Source: an optimization exercise on an open RTL-to-GDS flow (aim: small area). Production flows keep margins and buffers that such runs may drop.
At most, simulation tests tie the RTL to the original design; equivalence was not proved.
The flow treats the clock pin as an ideal source, which a real chip does not have.

==> try-nickel <==
## bldc_esc
module bldc_esc #(parameter DATA_WIDTH = 16, parameter debounce = 3)(
  input clk,
  input reset,
  input pwm_en,
  input encoder_a,
  input encoder_b,
  input [DATA_WIDTH-1:0] pwm_period,
  input [DATA_WIDTH-1:0] period_reference,
  input [DATA_WIDTH-1:0] Kp_ext,
  input [DATA_WIDTH-1:0] Ki_ext,
  input [DATA_WIDTH-1:0] Kd_ext,
  input override_internal_pid,
  output reg motor_positive,
  output reg motor_negative
);
==> flow/config.mk <==
export PLATFORM = sky130hd
export DESIGN_NAME = bldc_esc
export DESIGN_NICKNAME = bldc_esc
export VERILOG_FILES = /design/flow/design.v
export SDC_FILE = /design/flow/constraint.sdc
export NUM_CORES = 4
export LEC_CHECK = 0
export CAP_MARGIN = 20
export CORE_MARGIN = 2
export CORE_UTILIZATION = 70
export PLACE_DENSITY = 0.8
export SLEW_MARGIN = 20
export SYNTH_HIERARCHICAL = 1
==> flow/constraint.sdc <==
create_clock -name core_clock -period 8.0 [get_ports {clk}]
set_input_delay 1.6000 -clock core_clock [delete_from_list [all_inputs] [get_ports {clk}]]
set_output_delay 1.6000 -clock core_clock [all_outputs]
set_load 0.01 [all_outputs]
standard.sh (not shown) runs the stock make flow with config.mk's settings and CLKGATE_MAP_FILE= SYNTH_SCRIPT=/design/flow/synth_recipe.tcl, a recipe that flattens the netlist after the stock synthesis.
==> flow/flow/run.sh <==
#!/bin/bash
# Layout flow: the standard flow (standard.sh, standard synthesis
# unchanged) with these layout changes:
#  - the input and output port buffers use the smallest plain buffer,
#    sky130_fd_sc_hd__buf_1 (every port still gets its own buffer);
#  - clock tree synthesis adds no dummy loads and builds the tree from
#    clkbuf_8 under a clkbuf_16 root; after it, flow/fixclk.tcl swaps any
#    leaf buffer that drives more than 15 pins for a clkbuf_16 and
#    legalizes the placement again.
# Each tool's output goes to a log of its own in this folder (orfs_cts.log,
# fixclk.log, orfs_finish.log); each ORFS step also keeps its log under
# orfs/logs/.
set -euo pipefail
here=$(pwd)
args=("BUFFER_PORTS_ARGS=-buffer_cell sky130_fd_sc_hd__buf_1"
      "CTS_ARGS=-sink_clustering_enable -repair_clock_nets -dont_use_dummy_load -buf_list sky130_fd_sc_hd__clkbuf_8 -root_buf sky130_fd_sc_hd__clkbuf_16")
bash standard.sh "${args[@]}" cts > "$here/orfs_cts.log" 2>&1
RES="$here/orfs/results/$FLOW_PLATFORM/bldc_esc/base" openroad -no_init -exit "$here/flow/fixclk.tcl" > "$here/fixclk.log" 2>&1
bash standard.sh "${args[@]}" finish > "$here/orfs_finish.log" 2>&1
==> flow/flow/fixclk.tcl <==
# After clock tree synthesis: a leaf clock buffer (clkbuf_8) that drives
# more than 15 pins is swapped for clkbuf_16, so that the slew at its flip-flop
# clock pins stays low; the placement is then legalized again.
set res $::env(RES)
read_db $res/4_cts.odb
set db [ord::get_db]
set block [[$db getChip] getBlock]
set m16 [$db findMaster sky130_fd_sc_hd__clkbuf_16]
set swapped 0
foreach inst [$block getInsts] {
  if {[[$inst getMaster] getName] ne "sky130_fd_sc_hd__clkbuf_8"} { continue }
  set n 0
  foreach it [$inst getITerms] {
    if {[$it isOutputSignal] && [$it getNet] ne "NULL"} {
      set n [expr {[llength [[$it getNet] getITerms]] - 1}]
    }
  }
  if {$n > 15} {
    puts "fixclk: [$inst getName] drives $n pins: clkbuf_16"
    $inst swapMaster $m16
    incr swapped
  }
}
puts "fixclk: swapped $swapped"
detailed_placement
check_placement -verbose
write_db $res/4_cts.odb
==> try-xenon (differences from try-nickel) <==
--- a/flow/design.v
+++ b/flow/design.v
@@ -11,15 +11,12 @@
 module bldc_bsel (input one_n, input two_n, input a1, input a0, output sel);
   assign sel = ~((one_n | a1) & (two_n | a0));
 endmodule
 module bldc_bselp (input one_n, input two_n, input a1, input a0, output sel);
   assign sel = (~one_n & a1) | (~two_n & a0);
 endmodule
-module bldc_kmux (input s, input s_n, input a, input b, output y);
-  assign y = (s & a) | (s_n & b);
-endmodule
 module bldc_esc #(parameter DATA_WIDTH = 16, parameter debounce = 3)(
   input clk,
   input reset,
   input pwm_en,
   input encoder_a,
   input encoder_b,
@@ -1305,21 +1302,12 @@
   wire int_b11 = ((int_u == -6'sd1) & ~int_c) | ((int_u == -6'sd2) & int_c);
   wire [11:0] int_next_n = int_hi ? 12'h7ff : int_lo ? 12'h800 : {int_b11, int_lo11[10:0]};
   wire [15:0] pid = {pid_output[15] ^ pid_msb_late, pid_output[14:0]};
   wire pid_le0 = pid[15] | (pid == 16'd0);
   wire pid_gt = lt16(pwm_period, pid);
   wire [15:0] duty_next = pid_le0 ? pwm_period : pid_gt ? 16'd1 : pid;
-  wire ovr_n = ~override_internal_pid;
-  wire [15:0] Kp_next, Kd_next;
-  genvar gi;
-  generate
-    for (gi = 0; gi < 16; gi = gi + 1) begin : kload
-      bldc_kmux kp (.s(override_internal_pid), .s_n(ovr_n), .a(Kp_ext[gi]), .b(Kp[gi]), .y(Kp_next[gi]));
-      bldc_kmux kd (.s(override_internal_pid), .s_n(ovr_n), .a(Kd_ext[gi]), .b(Kd[gi]), .y(Kd_next[gi]));
-    end
-  endgenerate
   wire a_stable = (encoder_a_shift_reg == 3'b000) | (encoder_a_shift_reg == 3'b111);
   wire b_stable = (encoder_b_shift_reg == 3'b000) | (encoder_b_shift_reg == 3'b111);
   always @(posedge clk or posedge reset) begin
     if (reset) begin
       integral_n <= 12'hfff;
       pwm_counter <= 16'd0;
@@ -1387,15 +1375,17 @@
           default: begin
             motor_positive <= 1'b0;
             motor_negative <= 1'b0;
           end
         endcase
       end
-      Kp <= Kp_next;
-      Kd <= Kd_next;
-      if (override_internal_pid) Ki_n <= ~Ki_ext;
+      if (override_internal_pid) begin
+        Kp <= Kp_ext;
+        Ki_n <= ~Ki_ext;
+        Kd <= Kd_ext;
+      end
       if ((!prev_encoder_state[0] && encoder_a_reg) || speed_ctr == 8'hff) begin
         period_speed <= speed_ctr;
         speed_ctr <= 8'd0;
       end else begin
         speed_ctr <= inc8(speed_ctr);
       end
GPL_TIMING_DRIVEN = 0   (was not set)
==> impl_metrics.tcl <==
set metrics [dict create \
    wl_per_cell_um 23.15 \
    wl_met1_mm 16.06 \
    multi_input_area_mm2 0.01079 \
    finalCritPeriodShare_pct 97.41 \
    seq_area_frac_synth_pct 30.33 \
    viasPerCell 6.426 \
    r2r_slack_ns 0.21 \
    syn_inst 1365 \
    clk_latency_ns 0.41 \
    path_buf_inv 2 \
    inverters 91 \
    status "no timing/DRC/antenna violations" \
]
(the above is from try-xenon)
==> impl_metrics.tcl <==
set metrics [dict create \
    status "no timing/DRC/antenna violations" \
    seq_area_frac_synth_pct 30.53 \
    r2r_slack_ns 0.23 \
    wl_met1_mm 17.88 \
    inverters 83 \
    path_buf_inv 1 \
    wl_per_cell_um 25.29 \
    clk_latency_ns 0.42 \
    viasPerCell 6.651 \
]
(the above is from try-nickel)
For try-nickel, only the layout was checked, not whether the RTL still works.

---

==> v2: inputs <==
Another version of the RTL of bldc_esc (not shown whole).
## bldc_esc
module bldc_esc #(parameter DATA_WIDTH = 16, parameter debounce = 3)(
  input clk,
  input reset,
  input pwm_en,
  input encoder_a,
  input encoder_b,
  input [DATA_WIDTH-1:0] pwm_period,
  input [DATA_WIDTH-1:0] period_reference,
  input [DATA_WIDTH-1:0] Kp_ext,
  input [DATA_WIDTH-1:0] Ki_ext,
  input [DATA_WIDTH-1:0] Kd_ext,
  input override_internal_pid,
  output reg motor_positive,
  output reg motor_negative
);
Settings: LEC_CHECK=0, CAP_MARGIN=20, CORE_MARGIN=2, CORE_UTILIZATION=70, PLACE_DENSITY=0.8, SLEW_MARGIN=20, SYNTH_HIERARCHICAL=1; clock period 8.0 ns.
Scripts as last shown in full above: flow/flow/run.sh, flow/flow/fixclk.tcl
==> v3: changes against v2 <==
--- a/flow/design.v
+++ b/flow/design.v
@@ -42,13 +42,12 @@
   reg [15:0] Kd;
   reg [15:0] error_n;
   reg [11:0] integral_n;
   reg [15:0] derivative_n;
   reg [15:0] pid_output;
   reg pid_msb_late;
-  reg pid_b14;
   reg [15:0] previous_error;
   reg [2:0] encoder_a_shift_reg;
   reg encoder_a_reg;
   reg [2:0] encoder_b_shift_reg;
   reg encoder_b_reg;
   wire one_n0, two_n0;
@@ -1213,56 +1212,58 @@
   wire p1300, p101300;
   bldc_fa u1300 (.a(p1291), .b(p101230), .c(p1294), .s(p1300), .co(p101300));
   wire p1303, p101303;
   bldc_fa u1303 (.a(p101233), .b(p1297), .c(p1300), .s(p1303), .co(p101303));
   wire p1306, p101306;
   bldc_fa u1306 (.a(p101236), .b(p1303), .c(p101239), .s(p1306), .co(p101306));
-  wire p1310 = p101303 ^ p101306;
-  wire p1312 = p47 ^ p91;
-  wire p1314 = p129 ^ p161;
-  wire p1316 = p187 ^ p207;
-  wire p1318 = p221 ^ p229;
-  wire p1320 = p279 ^ p323;
-  wire p1322 = p361 ^ p393;
-  wire p1324 = p419 ^ p439;
-  wire p1326 = p453 ^ p461;
-  wire p1328 = p512 ^ p557;
-  wire p1330 = p596 ^ p629;
-  wire p1332 = p656 ^ p677;
-  wire p1334 = p1312 ^ p1314;
-  wire p1336 = p1316 ^ p1318;
-  wire p1338 = p1320 ^ p1322;
-  wire p1340 = p1324 ^ p1326;
-  wire p1342 = p1328 ^ p1330;
-  wire p1344 = p1332 ^ p101246;
-  wire p1346 = p101249 ^ p101252;
-  wire p1348 = p101255 ^ p101258;
-  wire p1350 = p101261 ^ p101264;
-  wire p1352 = p101267 ^ p1334;
-  wire p1354 = p1336 ^ p1338;
-  wire p1356 = p1340 ^ p1342;
-  wire p1358 = p1344 ^ p1346;
-  wire p1360 = p1348 ^ p1350;
-  wire p1362 = p1352 ^ p1354;
-  wire p1364 = p1356 ^ p101270;
-  wire p1366 = p101273 ^ p1358;
-  wire p1368 = p1360 ^ p101276;
-  wire p1370 = p101279 ^ p1362;
-  wire p1372 = p1364 ^ p1366;
-  wire p1374 = p1368 ^ p1370;
-  wire p1376 = p101282 ^ p101285;
-  wire p1378 = p101288 ^ p1372;
-  wire p1380 = p1374 ^ p1376;
-  wire p1382 = p1378 ^ p101291;
-  wire p1384 = p1380 ^ p101294;
-  wire p1386 = p1382 ^ p1384;
-  wire p1388 = p101297 ^ p1386;
-  wire p1390 = p101300 ^ p1388;
-  wire pid_msb_late_next = p1310;
-  wire pid_b14_next = p1306;
-  wire [15:0] pid_next = {p1390, p1243, p1242, p1181, p1120, p1065, p1010, p964, p918, p881, p844, p816, p788, p769, p750, p740};
+  wire p1309 = p1243 ^ p1306;
+  wire p1310 = p1243 & p1306;
+  wire p1314 = p101306 ^ p1310;
+  wire p1316 = p47 ^ p91;
+  wire p1318 = p129 ^ p161;
+  wire p1320 = p187 ^ p207;
+  wire p1322 = p221 ^ p229;
+  wire p1324 = p279 ^ p323;
+  wire p1326 = p361 ^ p393;
+  wire p1328 = p419 ^ p439;
+  wire p1330 = p453 ^ p461;
+  wire p1332 = p512 ^ p557;
+  wire p1334 = p596 ^ p629;
+  wire p1336 = p656 ^ p677;
+  wire p1338 = p1316 ^ p1318;
+  wire p1340 = p1320 ^ p1322;
+  wire p1342 = p1324 ^ p1326;
+  wire p1344 = p1328 ^ p1330;
+  wire p1346 = p1332 ^ p1334;
+  wire p1348 = p1336 ^ p101246;
+  wire p1350 = p101249 ^ p101252;
+  wire p1352 = p101255 ^ p101258;
+  wire p1354 = p101261 ^ p101264;
+  wire p1356 = p101267 ^ p1338;
+  wire p1358 = p1340 ^ p1342;
+  wire p1360 = p1344 ^ p1346;
+  wire p1362 = p1348 ^ p1350;
+  wire p1364 = p1352 ^ p1354;
+  wire p1366 = p1356 ^ p1358;
+  wire p1368 = p1360 ^ p101270;
+  wire p1370 = p101273 ^ p1362;
+  wire p1372 = p1364 ^ p101276;
+  wire p1374 = p101279 ^ p1366;
+  wire p1376 = p1368 ^ p1370;
+  wire p1378 = p1372 ^ p1374;
+  wire p1380 = p101282 ^ p101285;
+  wire p1382 = p101288 ^ p1376;
+  wire p1384 = p1378 ^ p1380;
+  wire p1386 = p1382 ^ p101291;
+  wire p1388 = p1384 ^ p101294;
+  wire p1390 = p1386 ^ p1388;
+  wire p1392 = p101297 ^ p1390;
+  wire p1394 = p101300 ^ p1392;
+  wire p1396 = p1394 ^ p101303;
+  wire pid_msb_late_next = p1314;
+  wire [15:0] pid_next = {p1396, p1309, p1242, p1181, p1120, p1065, p1010, p964, p918, p881, p844, p816, p788, p769, p750, p740};
   function lt16(input [15:0] a, input [15:0] b);
     integer i;
     reg c;
     begin
       c = 1'b0;
       for (i = 0; i < 16; i = i + 1)
@@ -1297,14 +1298,13 @@
   wire int_c = int_lo11[11];
   wire signed [5:0] int_u = int_v - int_s;
   wire int_hi = (int_u >= 6'sd1) | ((int_u == 6'sd0) & int_c);
   wire int_lo = (int_u <= -6'sd3) | ((int_u == -6'sd2) & ~int_c);
   wire int_b11 = ((int_u == -6'sd1) & ~int_c) | ((int_u == -6'sd2) & int_c);
   wire [11:0] int_next_n = int_hi ? 12'h7ff : int_lo ? 12'h800 : {int_b11, int_lo11[10:0]};
-  wire [15:0] pid = {pid_output[15] ^ pid_msb_late ^ (pid_output[14] & pid_b14),
-                     pid_output[14] ^ pid_b14, pid_output[13:0]};
+  wire [15:0] pid = {pid_output[15] ^ pid_msb_late, pid_output[14:0]};
   wire pid_le0 = pid[15] | (pid == 16'd0);
   wire pid_gt = lt16(pwm_period, pid);
   wire [15:0] duty_next = pid_le0 ? pwm_period : pid_gt ? 16'd1 : pid;
   wire a_stable = (encoder_a_shift_reg == 3'b000) | (encoder_a_shift_reg == 3'b111);
   wire b_stable = (encoder_b_shift_reg == 3'b000) | (encoder_b_shift_reg == 3'b111);
   always @(posedge clk or posedge reset) begin
@@ -1322,13 +1322,12 @@
       speed_ctr <= 8'd0;
       previous_error <= 16'd0;
       error_n <= 16'hffff;
       period_speed <= 8'd0;
       pid_output <= 16'd0;
       pid_msb_late <= 1'b0;
-      pid_b14 <= 1'b0;
       derivative_n <= 16'hffff;
       pwm_duty_cycle <= 16'd0;
       motor_pwm <= 1'b0;
       encoder_a_shift_reg <= 3'b0;
       encoder_a_reg <= 1'b0;
       encoder_b_shift_reg <= 3'b0;
@@ -1337,13 +1336,12 @@
       encoder_a_shift_reg <= {encoder_a_shift_reg[1:0], encoder_a};
       if (a_stable) encoder_a_reg <= encoder_a_shift_reg[0];
       encoder_b_shift_reg <= {encoder_b_shift_reg[1:0], encoder_b};
       if (b_stable) encoder_b_reg <= encoder_b_shift_reg[0];
       pid_output <= pid_next;
       pid_msb_late <= pid_msb_late_next;
-      pid_b14 <= pid_b14_next;
       pwm_duty_cycle <= duty_next;
       derivative_n <= der_sum[15:0];
       integral_n <= int_next_n;
       previous_error <= ~error_n;
       error_n <= err_sum[15:0];
       motor_pwm <= lt16(pwm_counter, pwm_duty_cycle) & pwm_en;
==> flow/config.mk (replaced) <==
export PLATFORM = sky130hd
export DESIGN_NAME = bldc_esc
export DESIGN_NICKNAME = bldc_esc
export VERILOG_FILES = /design/flow/design.v
export SDC_FILE = /design/flow/constraint.sdc
export NUM_CORES = 4
export LEC_CHECK = 0
export CAP_MARGIN = 20
export CORE_MARGIN = 2
export CORE_UTILIZATION = 60
export PLACE_DENSITY = 0.8
export SLEW_MARGIN = 20
export SYNTH_HIERARCHICAL = 1
==> v39: changes against v2 <==
--- a/flow/design.v
+++ b/flow/design.v
@@ -42,13 +42,12 @@
   reg [15:0] Kd;
   reg [15:0] error_n;
   reg [11:0] integral_n;
   reg [15:0] derivative_n;
   reg [15:0] pid_output;
   reg pid_msb_late;
-  reg pid_b14;
   reg [15:0] previous_error;
   reg [2:0] encoder_a_shift_reg;
   reg encoder_a_reg;
   reg [2:0] encoder_b_shift_reg;
   reg encoder_b_reg;
   wire one_n0, two_n0;
@@ -1213,56 +1212,58 @@
   wire p1300, p101300;
   bldc_fa u1300 (.a(p1291), .b(p101230), .c(p1294), .s(p1300), .co(p101300));
   wire p1303, p101303;
   bldc_fa u1303 (.a(p101233), .b(p1297), .c(p1300), .s(p1303), .co(p101303));
   wire p1306, p101306;
   bldc_fa u1306 (.a(p101236), .b(p1303), .c(p101239), .s(p1306), .co(p101306));
-  wire p1310 = p101303 ^ p101306;
-  wire p1312 = p47 ^ p91;
-  wire p1314 = p129 ^ p161;
-  wire p1316 = p187 ^ p207;
-  wire p1318 = p221 ^ p229;
-  wire p1320 = p279 ^ p323;
-  wire p1322 = p361 ^ p393;
-  wire p1324 = p419 ^ p439;
-  wire p1326 = p453 ^ p461;
-  wire p1328 = p512 ^ p557;
-  wire p1330 = p596 ^ p629;
-  wire p1332 = p656 ^ p677;
-  wire p1334 = p1312 ^ p1314;
-  wire p1336 = p1316 ^ p1318;
-  wire p1338 = p1320 ^ p1322;
-  wire p1340 = p1324 ^ p1326;
-  wire p1342 = p1328 ^ p1330;
-  wire p1344 = p1332 ^ p101246;
-  wire p1346 = p101249 ^ p101252;
-  wire p1348 = p101255 ^ p101258;
-  wire p1350 = p101261 ^ p101264;
-  wire p1352 = p101267 ^ p1334;
-  wire p1354 = p1336 ^ p1338;
-  wire p1356 = p1340 ^ p1342;
-  wire p1358 = p1344 ^ p1346;
-  wire p1360 = p1348 ^ p1350;
-  wire p1362 = p1352 ^ p1354;
-  wire p1364 = p1356 ^ p101270;
-  wire p1366 = p101273 ^ p1358;
-  wire p1368 = p1360 ^ p101276;
-  wire p1370 = p101279 ^ p1362;
-  wire p1372 = p1364 ^ p1366;
-  wire p1374 = p1368 ^ p1370;
-  wire p1376 = p101282 ^ p101285;
-  wire p1378 = p101288 ^ p1372;
-  wire p1380 = p1374 ^ p1376;
-  wire p1382 = p1378 ^ p101291;
-  wire p1384 = p1380 ^ p101294;
-  wire p1386 = p1382 ^ p1384;
-  wire p1388 = p101297 ^ p1386;
-  wire p1390 = p101300 ^ p1388;
-  wire pid_msb_late_next = p1310;
-  wire pid_b14_next = p1306;
-  wire [15:0] pid_next = {p1390, p1243, p1242, p1181, p1120, p1065, p1010, p964, p918, p881, p844, p816, p788, p769, p750, p740};
+  wire p1309 = p1243 ^ p1306;
+  wire p1310 = p1243 & p1306;
+  wire p1314 = p101306 ^ p1310;
+  wire p1316 = p47 ^ p91;
+  wire p1318 = p129 ^ p161;
+  wire p1320 = p187 ^ p207;
+  wire p1322 = p221 ^ p229;
+  wire p1324 = p279 ^ p323;
+  wire p1326 = p361 ^ p393;
+  wire p1328 = p419 ^ p439;
+  wire p1330 = p453 ^ p461;
+  wire p1332 = p512 ^ p557;
+  wire p1334 = p596 ^ p629;
+  wire p1336 = p656 ^ p677;
+  wire p1338 = p1316 ^ p1318;
+  wire p1340 = p1320 ^ p1322;
+  wire p1342 = p1324 ^ p1326;
+  wire p1344 = p1328 ^ p1330;
+  wire p1346 = p1332 ^ p1334;
+  wire p1348 = p1336 ^ p101246;
+  wire p1350 = p101249 ^ p101252;
+  wire p1352 = p101255 ^ p101258;
+  wire p1354 = p101261 ^ p101264;
+  wire p1356 = p101267 ^ p1338;
+  wire p1358 = p1340 ^ p1342;
+  wire p1360 = p1344 ^ p1346;
+  wire p1362 = p1348 ^ p1350;
+  wire p1364 = p1352 ^ p1354;
+  wire p1366 = p1356 ^ p1358;
+  wire p1368 = p1360 ^ p101270;
+  wire p1370 = p101273 ^ p1362;
+  wire p1372 = p1364 ^ p101276;
+  wire p1374 = p101279 ^ p1366;
+  wire p1376 = p1368 ^ p1370;
+  wire p1378 = p1372 ^ p1374;
+  wire p1380 = p101282 ^ p101285;
+  wire p1382 = p101288 ^ p1376;
+  wire p1384 = p1378 ^ p1380;
+  wire p1386 = p1382 ^ p101291;
+  wire p1388 = p1384 ^ p101294;
+  wire p1390 = p1386 ^ p1388;
+  wire p1392 = p101297 ^ p1390;
+  wire p1394 = p101300 ^ p1392;
+  wire p1396 = p1394 ^ p101303;
+  wire pid_msb_late_next = p1314;
+  wire [15:0] pid_next = {p1396, p1309, p1242, p1181, p1120, p1065, p1010, p964, p918, p881, p844, p816, p788, p769, p750, p740};
   function lt16(input [15:0] a, input [15:0] b);
     integer i;
     reg c;
     begin
       c = 1'b0;
       for (i = 0; i < 16; i = i + 1)
@@ -1297,14 +1298,13 @@
   wire int_c = int_lo11[11];
   wire signed [5:0] int_u = int_v - int_s;
   wire int_hi = (int_u >= 6'sd1) | ((int_u == 6'sd0) & int_c);
   wire int_lo = (int_u <= -6'sd3) | ((int_u == -6'sd2) & ~int_c);
   wire int_b11 = ((int_u == -6'sd1) & ~int_c) | ((int_u == -6'sd2) & int_c);
   wire [11:0] int_next_n = int_hi ? 12'h7ff : int_lo ? 12'h800 : {int_b11, int_lo11[10:0]};
-  wire [15:0] pid = {pid_output[15] ^ pid_msb_late ^ (pid_output[14] & pid_b14),
-                     pid_output[14] ^ pid_b14, pid_output[13:0]};
+  wire [15:0] pid = {pid_output[15] ^ pid_msb_late, pid_output[14:0]};
   wire pid_le0 = pid[15] | (pid == 16'd0);
   wire pid_gt = lt16(pwm_period, pid);
   wire [15:0] duty_next = pid_le0 ? pwm_period : pid_gt ? 16'd1 : pid;
   wire a_stable = (encoder_a_shift_reg == 3'b000) | (encoder_a_shift_reg == 3'b111);
   wire b_stable = (encoder_b_shift_reg == 3'b000) | (encoder_b_shift_reg == 3'b111);
   always @(posedge clk or posedge reset) begin
@@ -1322,13 +1322,12 @@
       speed_ctr <= 8'd0;
       previous_error <= 16'd0;
       error_n <= 16'hffff;
       period_speed <= 8'd0;
       pid_output <= 16'd0;
       pid_msb_late <= 1'b0;
-      pid_b14 <= 1'b0;
       derivative_n <= 16'hffff;
       pwm_duty_cycle <= 16'd0;
       motor_pwm <= 1'b0;
       encoder_a_shift_reg <= 3'b0;
       encoder_a_reg <= 1'b0;
       encoder_b_shift_reg <= 3'b0;
@@ -1337,13 +1336,12 @@
       encoder_a_shift_reg <= {encoder_a_shift_reg[1:0], encoder_a};
       if (a_stable) encoder_a_reg <= encoder_a_shift_reg[0];
       encoder_b_shift_reg <= {encoder_b_shift_reg[1:0], encoder_b};
       if (b_stable) encoder_b_reg <= encoder_b_shift_reg[0];
       pid_output <= pid_next;
       pid_msb_late <= pid_msb_late_next;
-      pid_b14 <= pid_b14_next;
       pwm_duty_cycle <= duty_next;
       derivative_n <= der_sum[15:0];
       integral_n <= int_next_n;
       previous_error <= ~error_n;
       error_n <= err_sum[15:0];
       motor_pwm <= lt16(pwm_counter, pwm_duty_cycle) & pwm_en;
--- a/flow/config.mk
+++ b/flow/config.mk
@@ -5,9 +5,9 @@
 export SDC_FILE = /design/flow/constraint.sdc
 export NUM_CORES = 4
 export LEC_CHECK = 0
 export CAP_MARGIN = 20
 export CORE_MARGIN = 2
 export CORE_UTILIZATION = 70
-export PLACE_DENSITY = 0.8
+export PLACE_DENSITY = 0.7
 export SLEW_MARGIN = 20
 export SYNTH_HIERARCHICAL = 1
==> comparison table <==
Result of the run: v39 no timing/DRC/antenna violations; v2 no timing/DRC/antenna violations; v3 no timing/DRC/antenna violations
Fraction of final layout cells sized beyond drive strength 1: v39 13.9%; v2 12.1%; v3 13.6%
Per-cell routed wire length: v39 23.8 um; v2 23.8 um; v3 22.8 um
Multiplexer fraction of the synthesized cell area: v39 3.49%; v2 3.52%; v3 3.49%
DRT met1 WL: v39 16800 um; v2 17000 um; v3 16100 um
GR Util All Layers: v39 36.9%; v2 36.5%; v3 30.5%
Non-clock buffering overhead: v39 4.36%; v2 3.74%; v3 4.17%
Share of final layout cell area taken by clock buffers and inverters: v39 1.68%; v2 1.69%; v3 1.62%
Setup slack of the worst register-to-register path: v39 160 ps; v2 280 ps; v3 210 ps
Pin count of the biggest net entering global routing: v39 114; v2 111; v3 120
Synthesized area per cell: v39 11.7 um2; v2 11.6 um2; v3 11.7 um2
FF+latch area: v39 0.00483 mm2; v2 0.00486 mm2; v3 0.00483 mm2
Met3 routed wirelength: v39 3610 um; v2 3880 um; v3 3260 um
Number of nets produced by synthesis: v39 1703; v2 1725; v3 1703
Placer's final routability congestion estimate: v39 0.976; v2 1.03; v3 1.05
Synth Area in Adders: v39 30.0%; v2 29.6%; v3 30.0%
Clock sink count: v39 190; v2 191; v3 190
Peak Freq: v39 128 MHz; v2 130 MHz; v3 128 MHz
For v2, only the layout was checked, not whether the RTL still works.

[separate check: timing with driven ports]
Ports are ideal in the flow. The routed layouts listed here were re-timed in OpenROAD. Step 1 sets driving cells, clkbuf_16 on the clock port and buf_2 on the other inputs (assumed; they add their load-dependent delay and slew). Step 2 moves the port delays by t, midway between the first and last clock arrival at a register: inputs arrive t later, outputs are due t later. That takes back most of the time a late clock gives input paths. Three values: no drivers, after step 1, after step 2; two values: the first two.
run | shift t [ns] | slack for setup (ns) | cell pins on the clock port's net
try-nickel | 0.448 | 0.229 / 0.229 / 0.229 | 1
try-xenon | 0.439 | 0.207 / 0.207 / 0.207 | 1
v2 | 0.439 | 0.279 / 0.279 / 0.279 | 1
v3 | 0.445 | 0.212 / 0.212 / 0.212 | 1
v39 | 0.439 | 0.158 / 0.158 / 0.158 | 1
After both steps setup and hold are still met in every run listed.
